This design comes from an exercise in tuning for small area on the open sky130 flow, not from production work.
Only simulation tests tie the RTL to the original design; equivalence was not proved.

==> design/flow/design.v <==
module FIR_low_pass_filter(
	input clk,
	input rst,
	input [7:0]FIR_IN,
	output reg [16:0]FIR_OUT
);
reg [7:0] d0;
reg [7:0] d1;
reg [7:0] d2;
reg [7:0] d3;
reg [7:0] d4;
reg [7:0] d5;
reg [7:0] d6;
reg [7:0] d7;
reg [7:0] d8;
reg [8:0] r;
wire [8:0] r_next;
always @(posedge clk or negedge rst)
	if (!rst) begin
		d0 <= 8'b0;
		d1 <= 8'b0;
		d2 <= 8'b0;
		d3 <= 8'b0;
		d4 <= 8'b0;
		d5 <= 8'b0;
		d6 <= 8'b0;
		d7 <= 8'b0;
		d8 <= 8'b0;
		r <= 9'b0;
	end else begin
		d0 <= FIR_IN;
		d1 <= d0;
		d2 <= d1;
		d3 <= d2;
		d4 <= d3;
		d5 <= d4;
		d6 <= d5;
		d7 <= d6;
		d8 <= d7;
		r <= r_next;
	end
wire w1;
wire w2;
wire w4;
wire w5;
wire w7;
wire w8;
wire w10;
wire w11;
wire w13;
wire w14;
wire w16;
wire w17;
wire w19;
wire w20;
wire w22;
wire w23;
wire w25;
wire w26;
wire w28;
wire w29;
wire w31;
wire w33;
wire w35;
wire w37;
wire w39;
wire w41;
wire w43;
wire w44;
wire w46;
wire w48;
wire w50;
wire w52;
wire w54;
wire w56;
wire w58;
wire w59;
wire w61;
wire w63;
wire w65;
wire w67;
wire w69;
wire w71;
wire w73;
wire w74;
wire w76;
wire w78;
wire w80;
wire w81;
wire w83;
wire w84;
wire w86;
wire w87;
wire w89;
wire w90;
wire w92;
wire w94;
wire w96;
wire w98;
wire w100;
wire w102;
wire w104;
wire w105;
wire w107;
wire w109;
wire w111;
wire w113;
wire w115;
wire w117;
wire w119;
wire w120;
wire w122;
wire w124;
wire w126;
wire w128;
wire w130;
wire w132;
wire w134;
wire w135;
wire w137;
wire w138;
wire w140;
wire w141;
wire w143;
wire w144;
wire w146;
wire w147;
wire w149;
wire w150;
wire w152;
wire w153;
wire w155;
wire w156;
wire w158;
wire w159;
wire w161;
wire w162;
wire w164;
wire w166;
wire w168;
wire w170;
wire w172;
wire w174;
wire w176;
wire w177;
wire w179;
wire w181;
wire w183;
wire w185;
wire w187;
wire w189;
wire w191;
wire w192;
wire w194;
wire w196;
wire w198;
wire w200;
wire w202;
wire w204;
wire w206;
wire w207;
wire w209;
wire w210;
wire w212;
wire w213;
wire w215;
wire w216;
wire w218;
wire w219;
wire w221;
wire w222;
wire w224;
wire w225;
wire w227;
wire w228;
wire w230;
wire w231;
wire w233;
wire w234;
wire w236;
wire w237;
wire w239;
wire w240;
wire w242;
wire w244;
wire w246;
wire w248;
wire w250;
wire w252;
wire w254;
wire w255;
wire w257;
wire w259;
wire w261;
wire w263;
wire w265;
wire w267;
wire w269;
wire w270;
wire w272;
wire w274;
wire w276;
wire w278;
wire w279;
wire w281;
wire w282;
wire w284;
wire w285;
wire w287;
wire w288;
wire w290;
wire w291;
wire w293;
wire w295;
wire w297;
wire w299;
wire w301;
wire w303;
wire w305;
wire w306;
wire w308;
wire w310;
wire w312;
wire w314;
wire w316;
wire w318;
wire w320;
wire w321;
wire w323;
wire w325;
wire w327;
wire w329;
wire w331;
wire w333;
wire w335;
wire w336;
wire w338;
wire w340;
wire w342;
wire w344;
wire w346;
wire w348;
wire w349;
wire w351;
wire w352;
wire w354;
wire w355;
wire w357;
wire w358;
wire w360;
wire w361;
wire w363;
wire w364;
wire w366;
wire w367;
wire w369;
wire w370;
wire w372;
wire w373;
wire w375;
wire w376;
wire w378;
wire w379;
wire w381;
wire w382;
wire w384;
wire w385;
wire w387;
wire w388;
wire w390;
wire w391;
wire w393;
wire w394;
wire w396;
wire w397;
wire w399;
wire w400;
wire w402;
wire w403;
wire w405;
wire w406;
wire w408;
wire w409;
wire w411;
wire w412;
wire w414;
wire w415;
wire w417;
wire w418;
wire w420;
wire w421;
wire w423;
wire w424;
wire w426;
wire w427;
wire w429;
wire w430;
wire w432;
wire w433;
wire w435;
wire w436;
wire w438;
wire w439;
wire w441;
wire w442;
wire w444;
wire w445;
wire w447;
wire w448;
wire w450;
wire w451;
wire w453;
wire w454;
wire w456;
wire w457;
wire w459;
wire w460;
wire w462;
wire w463;
wire w465;
wire w466;
wire w468;
wire w469;
wire w471;
wire w472;
wire w474;
wire w475;
wire w477;
wire w478;
wire w480;
wire w481;
wire w483;
wire w484;
wire w486;
wire w487;
wire w489;
wire w490;
wire w492;
wire w493;
wire w495;
wire w496;
wire w498;
wire w499;
wire w501;
wire w502;
wire w504;
wire w505;
wire w507;
wire w509;
wire w511;
wire w513;
wire w515;
wire w517;
wire w519;
wire w521;
wire w523;
wire w524;
wire w526;
wire w528;
wire w530;
wire w532;
wire w534;
wire w536;
wire w538;
wire w539;
wire w541;
wire w543;
wire w545;
wire w547;
wire w549;
wire w551;
wire w553;
wire w555;
wire w557;
wire w559;
wire w561;
wire w563;
wire w565;
fir_ha u3 (.a(d0[0]), .b(d8[0]), .y(w1), .z(w2));
fir_fa u6 (.a(d0[1]), .b(d8[1]), .c(w2), .y(w4), .z(w5));
fir_fa u9 (.a(d0[2]), .b(d8[2]), .c(w5), .y(w7), .z(w8));
fir_fa u12 (.a(d0[3]), .b(d8[3]), .c(w8), .y(w10), .z(w11));
fir_fa u15 (.a(d0[4]), .b(d8[4]), .c(w11), .y(w13), .z(w14));
fir_fa u18 (.a(d0[5]), .b(d8[5]), .c(w14), .y(w16), .z(w17));
fir_fa u21 (.a(d0[6]), .b(d8[6]), .c(w17), .y(w19), .z(w20));
fir_fa u24 (.a(d0[7]), .b(d8[7]), .c(w20), .y(w22), .z(w23));
fir_ha u27 (.a(d4[0]), .b(d6[0]), .y(w25), .z(w26));
fir_ha u30 (.a(d4[1]), .b(d6[1]), .y(w28), .z(w29));
fir_xr u32 (.a(w28), .b(w26), .y(w31));
fir_aoi u34 (.a(w28), .b(w26), .c(w29), .y(w33));
fir_xn u36 (.a(d4[2]), .b(d6[2]), .y(w35));
fir_xr u38 (.a(w35), .b(w33), .y(w37));
fir_nd u40 (.a(d4[2]), .b(d6[2]), .y(w39));
fir_oai u42 (.a(w35), .b(w33), .c(w39), .y(w41));
fir_ha u45 (.a(d4[3]), .b(d6[3]), .y(w43), .z(w44));
fir_xr u47 (.a(w43), .b(w41), .y(w46));
fir_aoi u49 (.a(w43), .b(w41), .c(w44), .y(w48));
fir_xn u51 (.a(d4[4]), .b(d6[4]), .y(w50));
fir_xr u53 (.a(w50), .b(w48), .y(w52));
fir_nd u55 (.a(d4[4]), .b(d6[4]), .y(w54));
fir_oai u57 (.a(w50), .b(w48), .c(w54), .y(w56));
fir_ha u60 (.a(d4[5]), .b(d6[5]), .y(w58), .z(w59));
fir_xr u62 (.a(w58), .b(w56), .y(w61));
fir_aoi u64 (.a(w58), .b(w56), .c(w59), .y(w63));
fir_xn u66 (.a(d4[6]), .b(d6[6]), .y(w65));
fir_xr u68 (.a(w65), .b(w63), .y(w67));
fir_nd u70 (.a(d4[6]), .b(d6[6]), .y(w69));
fir_oai u72 (.a(w65), .b(w63), .c(w69), .y(w71));
fir_ha u75 (.a(d4[7]), .b(d6[7]), .y(w73), .z(w74));
fir_xr u77 (.a(w73), .b(w71), .y(w76));
fir_ao u79 (.a(w73), .b(w71), .c(w74), .y(w78));
fir_ha u82 (.a(r[0]), .b(w25), .y(w80), .z(w81));
fir_fa u85 (.a(r[1]), .b(w31), .c(w81), .y(w83), .z(w84));
fir_fa u88 (.a(r[2]), .b(w37), .c(w84), .y(w86), .z(w87));
fir_ha u91 (.a(r[3]), .b(w46), .y(w89), .z(w90));
fir_xr u93 (.a(w89), .b(w87), .y(w92));
fir_aoi u95 (.a(w89), .b(w87), .c(w90), .y(w94));
fir_xn u97 (.a(r[4]), .b(w52), .y(w96));
fir_xr u99 (.a(w96), .b(w94), .y(w98));
fir_nd u101 (.a(r[4]), .b(w52), .y(w100));
fir_oai u103 (.a(w96), .b(w94), .c(w100), .y(w102));
fir_ha u106 (.a(r[5]), .b(w61), .y(w104), .z(w105));
fir_xr u108 (.a(w104), .b(w102), .y(w107));
fir_aoi u110 (.a(w104), .b(w102), .c(w105), .y(w109));
fir_xn u112 (.a(r[6]), .b(w67), .y(w111));
fir_xr u114 (.a(w111), .b(w109), .y(w113));
fir_nd u116 (.a(r[6]), .b(w67), .y(w115));
fir_oai u118 (.a(w111), .b(w109), .c(w115), .y(w117));
fir_ha u121 (.a(r[7]), .b(w76), .y(w119), .z(w120));
fir_xr u123 (.a(w119), .b(w117), .y(w122));
fir_aoi u125 (.a(w119), .b(w117), .c(w120), .y(w124));
fir_xn u127 (.a(r[8]), .b(w78), .y(w126));
fir_xr u129 (.a(w126), .b(w124), .y(w128));
fir_nd u131 (.a(r[8]), .b(w78), .y(w130));
fir_oai u133 (.a(w126), .b(w124), .c(w130), .y(w132));
fir_fa u136 (.a(d3[0]), .b(d7[0]), .c(d5[0]), .y(w134), .z(w135));
fir_fa u139 (.a(d3[1]), .b(d7[1]), .c(d5[1]), .y(w137), .z(w138));
fir_fa u142 (.a(d3[2]), .b(d7[2]), .c(d5[2]), .y(w140), .z(w141));
fir_fa u145 (.a(d3[3]), .b(d7[3]), .c(d5[3]), .y(w143), .z(w144));
fir_fa u148 (.a(d3[4]), .b(d7[4]), .c(d5[4]), .y(w146), .z(w147));
fir_fa u151 (.a(d3[5]), .b(d7[5]), .c(d5[5]), .y(w149), .z(w150));
fir_fa u154 (.a(d3[6]), .b(d7[6]), .c(d5[6]), .y(w152), .z(w153));
fir_fa u157 (.a(d3[7]), .b(d7[7]), .c(d5[7]), .y(w155), .z(w156));
fir_ha u160 (.a(w135), .b(w137), .y(w158), .z(w159));
fir_ha u163 (.a(w138), .b(w140), .y(w161), .z(w162));
fir_xr u165 (.a(w161), .b(w159), .y(w164));
fir_aoi u167 (.a(w161), .b(w159), .c(w162), .y(w166));
fir_xn u169 (.a(w141), .b(w143), .y(w168));
fir_xr u171 (.a(w168), .b(w166), .y(w170));
fir_nd u173 (.a(w141), .b(w143), .y(w172));
fir_oai u175 (.a(w168), .b(w166), .c(w172), .y(w174));
fir_ha u178 (.a(w144), .b(w146), .y(w176), .z(w177));
fir_xr u180 (.a(w176), .b(w174), .y(w179));
fir_aoi u182 (.a(w176), .b(w174), .c(w177), .y(w181));
fir_xn u184 (.a(w147), .b(w149), .y(w183));
fir_xr u186 (.a(w183), .b(w181), .y(w185));
fir_nd u188 (.a(w147), .b(w149), .y(w187));
fir_oai u190 (.a(w183), .b(w181), .c(w187), .y(w189));
fir_ha u193 (.a(w150), .b(w152), .y(w191), .z(w192));
fir_xr u195 (.a(w191), .b(w189), .y(w194));
fir_aoi u197 (.a(w191), .b(w189), .c(w192), .y(w196));
fir_xn u199 (.a(w153), .b(w155), .y(w198));
fir_xr u201 (.a(w198), .b(w196), .y(w200));
fir_nd u203 (.a(w153), .b(w155), .y(w202));
fir_oai u205 (.a(w198), .b(w196), .c(w202), .y(w204));
fir_ha u208 (.a(w156), .b(w204), .y(w206), .z(w207));
fir_fa u211 (.a(d2[0]), .b(d8[0]), .c(w80), .y(w209), .z(w210));
fir_fa u214 (.a(d2[1]), .b(d8[1]), .c(w83), .y(w212), .z(w213));
fir_ha u217 (.a(w210), .b(w212), .y(w215), .z(w216));
fir_fa u220 (.a(d2[2]), .b(d8[2]), .c(w86), .y(w218), .z(w219));
fir_fa u223 (.a(w213), .b(w216), .c(w218), .y(w221), .z(w222));
fir_fa u226 (.a(d2[3]), .b(d8[3]), .c(w92), .y(w224), .z(w225));
fir_fa u229 (.a(d2[4]), .b(d8[4]), .c(w98), .y(w227), .z(w228));
fir_fa u232 (.a(d2[5]), .b(d8[5]), .c(w107), .y(w230), .z(w231));
fir_fa u235 (.a(d2[6]), .b(d8[6]), .c(w113), .y(w233), .z(w234));
fir_fa u238 (.a(d2[7]), .b(d8[7]), .c(w122), .y(w236), .z(w237));
fir_ha u241 (.a(w219), .b(w224), .y(w239), .z(w240));
fir_xr u243 (.a(w239), .b(w222), .y(w242));
fir_aoi u245 (.a(w239), .b(w222), .c(w240), .y(w244));
fir_xn u247 (.a(w225), .b(w227), .y(w246));
fir_xr u249 (.a(w246), .b(w244), .y(w248));
fir_nd u251 (.a(w225), .b(w227), .y(w250));
fir_oai u253 (.a(w246), .b(w244), .c(w250), .y(w252));
fir_ha u256 (.a(w228), .b(w230), .y(w254), .z(w255));
fir_xr u258 (.a(w254), .b(w252), .y(w257));
fir_aoi u260 (.a(w254), .b(w252), .c(w255), .y(w259));
fir_xn u262 (.a(w231), .b(w233), .y(w261));
fir_xr u264 (.a(w261), .b(w259), .y(w263));
fir_nd u266 (.a(w231), .b(w233), .y(w265));
fir_oai u268 (.a(w261), .b(w259), .c(w265), .y(w267));
fir_ha u271 (.a(w234), .b(w236), .y(w269), .z(w270));
fir_xr u273 (.a(w269), .b(w267), .y(w272));
fir_aoi u275 (.a(w269), .b(w267), .c(w270), .y(w274));
fir_iv u277 (.a(w274), .y(w276));
fir_fa u280 (.a(w128), .b(w237), .c(w276), .y(w278), .z(w279));
fir_ha u283 (.a(w132), .b(w279), .y(w281), .z(w282));
fir_ha u286 (.a(w134), .b(w158), .y(w284), .z(w285));
fir_fa u289 (.a(w158), .b(w164), .c(w285), .y(w287), .z(w288));
fir_ha u292 (.a(w164), .b(w170), .y(w290), .z(w291));
fir_xr u294 (.a(w290), .b(w288), .y(w293));
fir_aoi u296 (.a(w290), .b(w288), .c(w291), .y(w295));
fir_xn u298 (.a(w179), .b(w170), .y(w297));
fir_xr u300 (.a(w297), .b(w295), .y(w299));
fir_nd u302 (.a(w179), .b(w170), .y(w301));
fir_oai u304 (.a(w297), .b(w295), .c(w301), .y(w303));
fir_ha u307 (.a(w179), .b(w185), .y(w305), .z(w306));
fir_xr u309 (.a(w305), .b(w303), .y(w308));
fir_aoi u311 (.a(w305), .b(w303), .c(w306), .y(w310));
fir_xn u313 (.a(w194), .b(w185), .y(w312));
fir_xr u315 (.a(w312), .b(w310), .y(w314));
fir_nd u317 (.a(w194), .b(w185), .y(w316));
fir_oai u319 (.a(w312), .b(w310), .c(w316), .y(w318));
fir_ha u322 (.a(w194), .b(w200), .y(w320), .z(w321));
fir_xr u324 (.a(w320), .b(w318), .y(w323));
fir_aoi u326 (.a(w320), .b(w318), .c(w321), .y(w325));
fir_xn u328 (.a(w206), .b(w200), .y(w327));
fir_xr u330 (.a(w327), .b(w325), .y(w329));
fir_nd u332 (.a(w206), .b(w200), .y(w331));
fir_oai u334 (.a(w327), .b(w325), .c(w331), .y(w333));
fir_ha u337 (.a(w207), .b(w206), .y(w335), .z(w336));
fir_xr u339 (.a(w335), .b(w333), .y(w338));
fir_aoi u341 (.a(w335), .b(w333), .c(w336), .y(w340));
fir_xn u343 (.a(w207), .b(w340), .y(w342));
fir_nab u345 (.a(w340), .b(w207), .y(w344));
fir_iv u347 (.a(w344), .y(w346));
fir_ha u350 (.a(w134), .b(w209), .y(w348), .z(w349));
fir_fa u353 (.a(w80), .b(w284), .c(w349), .y(w351), .z(w352));
fir_ha u356 (.a(w351), .b(w215), .y(w354), .z(w355));
fir_fa u359 (.a(w83), .b(w209), .c(w287), .y(w357), .z(w358));
fir_fa u362 (.a(w352), .b(w357), .c(w355), .y(w360), .z(w361));
fir_ha u365 (.a(w221), .b(w360), .y(w363), .z(w364));
fir_fa u368 (.a(w86), .b(w293), .c(w215), .y(w366), .z(w367));
fir_fa u371 (.a(w358), .b(w366), .c(w361), .y(w369), .z(w370));
fir_fa u374 (.a(w242), .b(w364), .c(w369), .y(w372), .z(w373));
fir_fa u377 (.a(w134), .b(w92), .c(w299), .y(w375), .z(w376));
fir_fa u380 (.a(w367), .b(w221), .c(w375), .y(w378), .z(w379));
fir_fa u383 (.a(w248), .b(w370), .c(w378), .y(w381), .z(w382));
fir_ha u386 (.a(w373), .b(w381), .y(w384), .z(w385));
fir_fa u389 (.a(w284), .b(w98), .c(w308), .y(w387), .z(w388));
fir_fa u392 (.a(w376), .b(w242), .c(w387), .y(w390), .z(w391));
fir_fa u395 (.a(w379), .b(w257), .c(w390), .y(w393), .z(w394));
fir_fa u398 (.a(w382), .b(w385), .c(w393), .y(w396), .z(w397));
fir_fa u401 (.a(w287), .b(w107), .c(w314), .y(w399), .z(w400));
fir_fa u404 (.a(w388), .b(w248), .c(w399), .y(w402), .z(w403));
fir_fa u407 (.a(w391), .b(w263), .c(w402), .y(w405), .z(w406));
fir_fa u410 (.a(w394), .b(w405), .c(w397), .y(w408), .z(w409));
fir_fa u413 (.a(d5[0]), .b(w25), .c(w293), .y(w411), .z(w412));
fir_fa u416 (.a(w113), .b(w411), .c(w323), .y(w414), .z(w415));
fir_fa u419 (.a(w400), .b(w257), .c(w414), .y(w417), .z(w418));
fir_fa u422 (.a(w403), .b(w272), .c(w417), .y(w420), .z(w421));
fir_fa u425 (.a(d5[1]), .b(w31), .c(w299), .y(w423), .z(w424));
fir_fa u428 (.a(w412), .b(w423), .c(w122), .y(w426), .z(w427));
fir_fa u431 (.a(w329), .b(w426), .c(w415), .y(w429), .z(w430));
fir_fa u434 (.a(w263), .b(w418), .c(w429), .y(w432), .z(w433));
fir_fa u437 (.a(w278), .b(w421), .c(w432), .y(w435), .z(w436));
fir_fa u440 (.a(d5[2]), .b(w37), .c(w308), .y(w438), .z(w439));
fir_fa u443 (.a(w424), .b(w128), .c(w438), .y(w441), .z(w442));
fir_fa u446 (.a(w427), .b(w338), .c(w441), .y(w444), .z(w445));
fir_fa u449 (.a(w272), .b(w430), .c(w444), .y(w447), .z(w448));
fir_fa u452 (.a(w433), .b(w447), .c(w281), .y(w450), .z(w451));
fir_fa u455 (.a(d5[3]), .b(w46), .c(w314), .y(w453), .z(w454));
fir_fa u458 (.a(w439), .b(w132), .c(w453), .y(w456), .z(w457));
fir_fa u461 (.a(w442), .b(w342), .c(w456), .y(w459), .z(w460));
fir_fa u464 (.a(w445), .b(w459), .c(w278), .y(w462), .z(w463));
fir_fa u467 (.a(w448), .b(w282), .c(w462), .y(w465), .z(w466));
fir_fa u470 (.a(d5[4]), .b(w52), .c(w323), .y(w468), .z(w469));
fir_fa u473 (.a(w454), .b(w468), .c(w457), .y(w471), .z(w472));
fir_fa u476 (.a(w346), .b(w471), .c(w460), .y(w474), .z(w475));
fir_fa u479 (.a(w281), .b(w474), .c(w463), .y(w477), .z(w478));
fir_fa u482 (.a(d5[5]), .b(w61), .c(w329), .y(w480), .z(w481));
fir_fa u485 (.a(w469), .b(w480), .c(w472), .y(w483), .z(w484));
fir_fa u488 (.a(w282), .b(w483), .c(w475), .y(w486), .z(w487));
fir_fa u491 (.a(d5[6]), .b(w67), .c(w338), .y(w489), .z(w490));
fir_fa u494 (.a(w481), .b(w489), .c(w484), .y(w492), .z(w493));
fir_fa u497 (.a(d5[7]), .b(w76), .c(w342), .y(w495), .z(w496));
fir_fa u500 (.a(w490), .b(w495), .c(w493), .y(w498), .z(w499));
fir_fa u503 (.a(w78), .b(w346), .c(w496), .y(w501), .z(w502));
fir_ha u506 (.a(w406), .b(w420), .y(w504), .z(w505));
fir_xr u508 (.a(w504), .b(w409), .y(w507));
fir_aoi u510 (.a(w504), .b(w409), .c(w505), .y(w509));
fir_xn u512 (.a(w435), .b(w509), .y(w511));
fir_nab u514 (.a(w509), .b(w435), .y(w513));
fir_xn u516 (.a(w436), .b(w450), .y(w515));
fir_xr u518 (.a(w515), .b(w513), .y(w517));
fir_nd u520 (.a(w436), .b(w450), .y(w519));
fir_oai u522 (.a(w515), .b(w513), .c(w519), .y(w521));
fir_ha u525 (.a(w451), .b(w465), .y(w523), .z(w524));
fir_xr u527 (.a(w523), .b(w521), .y(w526));
fir_aoi u529 (.a(w523), .b(w521), .c(w524), .y(w528));
fir_xn u531 (.a(w466), .b(w477), .y(w530));
fir_xr u533 (.a(w530), .b(w528), .y(w532));
fir_nd u535 (.a(w466), .b(w477), .y(w534));
fir_oai u537 (.a(w530), .b(w528), .c(w534), .y(w536));
fir_ha u540 (.a(w486), .b(w478), .y(w538), .z(w539));
fir_xr u542 (.a(w538), .b(w536), .y(w541));
fir_aoi u544 (.a(w538), .b(w536), .c(w539), .y(w543));
fir_xn u546 (.a(w487), .b(w492), .y(w545));
fir_xr u548 (.a(w545), .b(w543), .y(w547));
fir_nd u550 (.a(w487), .b(w492), .y(w549));
fir_oai u552 (.a(w545), .b(w543), .c(w549), .y(w551));
fir_xr u554 (.a(w498), .b(w551), .y(w553));
fir_nd u556 (.a(w498), .b(w551), .y(w555));
fir_xn u558 (.a(w499), .b(w501), .y(w557));
fir_xr u560 (.a(w557), .b(w555), .y(w559));
fir_nd u562 (.a(w499), .b(w501), .y(w561));
fir_oai u564 (.a(w557), .b(w555), .c(w561), .y(w563));
fir_xr u566 (.a(w502), .b(w563), .y(w565));
assign r_next = {w23, w22, w19, w16, w13, w10, w7, w4, w1};
wire [16:0] y = {w565, w559, w553, w547, w541, w532, w526, w517, w511, w507, w408, w396, w384, w372, w363, w354, w348};
always @(posedge clk or negedge rst)
	if (!rst)
		FIR_OUT <= 17'b0;
	else
		FIR_OUT <= y;
endmodule
module fir_ao(input a, input b, input c, output y);
	assign y = (a & b) | c;
endmodule
module fir_aoi(input a, input b, input c, output y);
	assign y = ~((a & b) | c);
endmodule
module fir_fa(input a, input b, input c, output y, output z);
	assign y = a ^ b ^ c;
	assign z = (a & b) | (a & c) | (b & c);
endmodule
module fir_ha(input a, input b, output y, output z);
	assign y = a ^ b;
	assign z = a & b;
endmodule
module fir_iv(input a, output y);
	assign y = ~a;
endmodule
module fir_nab(input a, input b, output y);
	assign y = ~(~a & b);
endmodule
module fir_nd(input a, input b, output y);
	assign y = ~(a & b);
endmodule
module fir_oai(input a, input b, input c, output y);
	assign y = ~((a | b) & c);
endmodule
module fir_xn(input a, input b, output y);
	assign y = ~(a ^ b);
endmodule
module fir_xr(input a, input b, output y);
	assign y = a ^ b;
endmodule
==> design/flow/flow/run.sh <==
#!/bin/bash
# Own layout flow: the standard flow (standard.sh) with synthesis unchanged and
# two layout settings changed: the ports are buffered with sky130_fd_sc_hd__buf_1
# instead of the default buffer, and CTS inserts no dummy loads (clock buffers
# clkbuf_8 as in config.mk). Each step's full output goes to its own log file here.
set -euo pipefail
bash standard.sh synth > synth.log 2>&1
bash standard.sh \
  BUFFER_PORTS_ARGS="-buffer_cell sky130_fd_sc_hd__buf_1" \
  CTS_ARGS="-sink_clustering_enable -repair_clock_nets -dont_use_dummy_load -buf_list sky130_fd_sc_hd__clkbuf_8" \
  finish > layout.log 2>&1
==> design/flow/standard.sh <==
#!/bin/bash
# synth_recipe.tcl (not shown) runs the flow's synth.tcl, then flattens the netlist and writes it again
# the make line also repeats each setting of config.mk as NAME=value (left out here)
make -C /OpenROAD-flow-scripts/flow DESIGN_CONFIG=/design/flow/config.mk WORK_HOME=/design/flow/orfs CLKGATE_MAP_FILE= SYNTH_SCRIPT=/design/flow/synth_recipe.tcl "${@:-finish}"
==> design/flow/config.mk <==
export PLATFORM = sky130hd
export DESIGN_NAME = FIR_low_pass_filter
export DESIGN_NICKNAME = FIR_low_pass_filter
export VERILOG_FILES = /design/flow/design.v
export SDC_FILE = /design/flow/constraint.sdc
export NUM_CORES = 4
export LEC_CHECK = 0
export CAP_MARGIN = 20
export CORE_MARGIN = 2
export CORE_UTILIZATION = 40
export CTS_BUF_LIST = sky130_fd_sc_hd__clkbuf_8
export SETUP_SLACK_MARGIN = -0.25
export SLEW_MARGIN = 20
export SYNTH_HIERARCHICAL = 1
export SYNTH_MINIMUM_KEEP_SIZE = 0
==> design/flow/constraint.sdc <==
create_clock -name core_clock -period 7.0 [get_ports {clk}]
set_input_delay 1.4000 -clock core_clock [delete_from_list [all_inputs] [get_ports {clk}]]
set_output_delay 1.4000 -clock core_clock [all_outputs]
set_load 0.01 [all_outputs]
==> results.txt <==
- Run status: complete, no violations
- Overall die area: between 10000 and 15000 um^2
- Including well taps, the total number of placed cells is about 530.
- Clock edge transition at the registers on the reported setup and hold paths: ~0.090 ns
- Entering global routing, the biggest net connects 64 pins.
* Proportion of synthesized chip area in sequential cells: around 47%
- Clock latency of the later-clocked register in the worst-skew pair: 0.38 ns
* Netlist cell types: 11
- The synthesized design devotes to its leading area cell type 46.67% of total area.
- Setup violators final: 0
- Based on the critical path, the design can be clocked at up to around 150 MHz.
- The biggest area contributor in the post-synthesis netlist is sky130_fd_sc_hd__dfrtp_1.
- Total area of multi-input combinational cells: about 2800 um^2
- Setup TNS: 0 ns
- Most common library cell in the layout ignoring fill and taps: sky130_fd_sc_hd__dfrtp_1
- Largest registers in the final layout: FIR_OUT x17, r x9
- Via density per instance: about 4.6
- The cell count after synthesis came out at about 330.
* Top register by number of flip-flops: FIR_OUT
* Buffers from clock root to sink, at most: 2
- The worst hold path passes through 0 cells.
- CTS-repair resized insts: 0
- Counting the buffers created by CTS gives 9.
* Port-buffer cells: 26
- Die height: 118.6 um
- Minimum period implied by the final worst setup slack: 6.752 ns
- Startpoint Class: register
- The number of hold buffers added after CTS was 0.
- The critical path is of the register to register type.
- Synthesized flop and latch total: ~100
- The die is 118.6 um wide.
* Relative max-transition margin: ~50%
- For the pin with the worst max-slew slack, the measured transition is approximately 0.76 ns.
- The first TritonRoute pass finished after 4 iterations.
* Tcrit/Tclk final: between 90% and 100%
- Placed standard-cell area: between 5000 and 6000 um^2
- Mean Syn Cell Area: roughly 16 um^2
- Commonest cells after routing, fill and taps aside: 98 x sky130_fd_sc_hd__dfrtp_1, 76 x sky130_fd_sc_hd__fa_1, 38 x sky130_fd_sc_hd__xor2_1
- Final routed wire length divided by cell count: 15.61 um
- Post-CTS timing repair inserted 0 buffers for setup.
- Summing all flip-flop and latch instances after layout gives ~2500 um^2.
* Overflow left after global routing: 0
- Hold violation count in the final report: 0
* Number of cell rows: 41
- Cell area after synthesis: 5255 um^2
- The register with the most flip-flops in the layout has 17 of them.
- Overall Global Routing Usage: between 10 and 15%
- First-pass GRT wire length: approximately 14000 um
- Antenna cell count: 0
* Total non-filler cell area in the finished layout: 5718 um^2
- Crit path launch: d5[2]
- Reg2Reg Setup Slack: 0.25 ns
- The via count of the first global-routing pass came to approximately 2800.
- Endpoint kind of the worst setup timing path: register
* Number of I/O pins: 27
- Once detailed placement completed, the half-perimeter wirelength came to 6869 um.
- The post-route netlist has under 10% of its cells at a drive strength greater than 1.
- The clock drives around 100 sinks.
- On the final layout, the worst clock skew is 0.02539 ns.
- The detail route stage leaves a number of antenna-violating nets equal to 0.
- The routed design has about 8400 um of wire.
- Reg-to-reg critical path startpoint: d5[2]
* DRC errors left: 0
* Net count after synthesis: ~450
* Cell Count, Final, Fillers Out: roughly 540
- In this run the critical register-to-register path is captured at FIR_OUT[16].
* Count of routing violations after the opening detailed-route iteration: 80
* Depth of the worst register-to-register path: 22
- The area growth from synthesis to layout is 8.809%.
* Antenna violations before repair: 0
* TritonCTS clock tree: built
- Cell chosen for the clock root: sky130_fd_sc_hd__clkbuf_8
- Hold Path Origin: d1[4]
* Worst path required time: between 7 and 8 ns
- Arrival time of data at the critical path endpoint: between 7 and 8 ns
- The total area inside the core boundary comes to around 13000 um^2.
* Hold Crit Class: register to register
- Detailed routing inserted a total of between 2000 and 2500 vias.
- Initial core utilization: 41.31%
* Final max-slew violation count: 0
- H-Tree Level Count: 3
- Total number of yosys warnings: 7
- The worst hold path terminates at d2[4].
- Routability-driven placement congestion ratio: about 0.82
- After synthesis, the cell types taking the most area are sky130_fd_sc_hd__dfrtp_1 47%, sky130_fd_sc_hd__fa_1 29%, sky130_fd_sc_hd__ha_1 7.6%, sky130_fd_sc_hd__xor2_1 6.7%, sky130_fd_sc_hd__xnor2_1 3.3%.
* Total number of nets in the final design: 483
- Fill cells in the final layout number 1156.
* Crit path max fanout: 3
* MaxCap Viol Count: 0
## Yosys cell counts
master and number:
sky130_fd_sc_hd__a21o_1 1, sky130_fd_sc_hd__a21oi_2 19, sky130_fd_sc_hd__dfrtp_1 98, sky130_fd_sc_hd__fa_1 76
sky130_fd_sc_hd__ha_1 32, sky130_fd_sc_hd__inv_1 2, sky130_fd_sc_hd__nand2_1 19, sky130_fd_sc_hd__nand2b_1 2
sky130_fd_sc_hd__o21ai_1 18, sky130_fd_sc_hd__xnor2_1 20, sky130_fd_sc_hd__xor2_1 40
## layout make-up
cell class | instances | share of cell area, %
clock buffers | 9 | 2.166
inverters | 2 | 0.1313
multi-input cells | 227 | 49.15
flip-flops and latches | 98 | 42.89
well taps | 172 | 3.764
repair buffers | 27 | 1.904
## cells by family after synthesis
family                     count (synthesis)  synth area share (%)
AOI/OAI and AO/OA                         38                 5.024
and+or+nand+nor                           21                 1.595
buffers and inverters                      2                0.1429
DFF                                       98                 46.67
xor gates and xnor gates                  60                 10.00
adders and majority gates                108                 36.57
## per-layer routing
layer,part of all wire (%),vias to the layer above,track usage [%],routed length (um)
met2,45,30,19.65,3788
li1,-,1138,-,-
met5,0,-,0,0
met1,50,1267,19.95,4183
met4,1.9,0,5.804,158
met3,2.6,11,3.185,220
## stage by stage
step	setup WS [ns]	hold slack, ns	util (%)
floorplan	0.7570	0.3312	-
global placement	0.1453	0.3348	43.85
detailed placement	0.08449	0.3358	43.85
CTS	0.04777	0.3542	44.83
global route	-0.1974	0.3673	44.94
finish	0.2476	0.3497	44.94
## per-module statistics from Yosys, one instance, submodules excluded
module / times used / cells inside / cell area [um^2] / flops+latches
fir_nab: 2 / 1 / 6.256 / 0
fir_aoi: 19 / 1 / 8.758 / 0
fir_iv: 2 / 1 / 3.754 / 0
fir_xr: 40 / 1 / 8.758 / 0
FIR_low_pass_filter: 1 / 98 / 2452 / 98
fir_ao: 1 / 1 / 7.507 / 0
fir_oai: 18 / 1 / 5.005 / 0
fir_nd: 19 / 1 / 3.754 / 0
fir_ha: 32 / 1 / 12.51 / 0
fir_fa: 76 / 1 / 20.02 / 0
fir_xn: 20 / 1 / 8.758 / 0
## critical path: stages, from the launching register on
cell and delay (ns):
sky130_fd_sc_hd__dfrtp_1 0.44, sky130_fd_sc_hd__fa_1 0.46, sky130_fd_sc_hd__ha_1 0.33, sky130_fd_sc_hd__a21oi_2 0.19
sky130_fd_sc_hd__o21ai_1 0.16, sky130_fd_sc_hd__a21oi_2 0.24, sky130_fd_sc_hd__xor2_2 0.24, sky130_fd_sc_hd__ha_1 0.31
sky130_fd_sc_hd__a21oi_2 0.25, sky130_fd_sc_hd__xor2_2 0.26, sky130_fd_sc_hd__fa_1 0.47, sky130_fd_sc_hd__fa_1 0.53
sky130_fd_sc_hd__fa_1 0.44, sky130_fd_sc_hd__fa_1 0.54, sky130_fd_sc_hd__fa_1 0.42, sky130_fd_sc_hd__ha_1 0.33
sky130_fd_sc_hd__a21oi_2 0.08, sky130_fd_sc_hd__o21ai_1 0.25, sky130_fd_sc_hd__a21oi_2 0.11, sky130_fd_sc_hd__o21ai_1 0.20
sky130_fd_sc_hd__nand2_1 0.11, sky130_fd_sc_hd__o21ai_1 0.16, sky130_fd_sc_hd__xor2_1 0.15
## how the worst max path moves through the flow
stage	cells after the start	slack [ns]	endpoint
after global placement	22	0.15	FIR_OUT[16]
after global routing	22	-0.20	FIR_OUT[16]
after detailed placement	22	0.08	FIR_OUT[16]
final	22	0.25	FIR_OUT[16]
after floorplan	22	0.76	FIR_OUT[16]
after CTS	22	0.05	FIR_OUT[16]

==> afterwards: timing with drivers on the ports <==
Ports are ideal in the flow. The routed layout listed here was re-timed in OpenROAD.
Step 1: set_driving_cell puts a clkbuf_16 on clk and a buf_2 on each other input, an assumption about the parent block.
Step 2, shift: input delay + t, output delay - t, t = (earliest + latest rising clock arrival at the registers) / 2. This alone moves slack from input paths to output paths.
a / b / c = ideal ports / drivers / drivers and shift; a / b = the first two.
t (ns): 0.398
slack for setup (ns): 0.248 / 0.248 / 0.248
worst data-port slew with drivers (ns): 0.03
pins driven straight from the clock port: 1
After both steps setup and hold are still met in this run. The setup slack of this run moves by 0.000 ns with the drivers and by 0.000 ns with both steps.
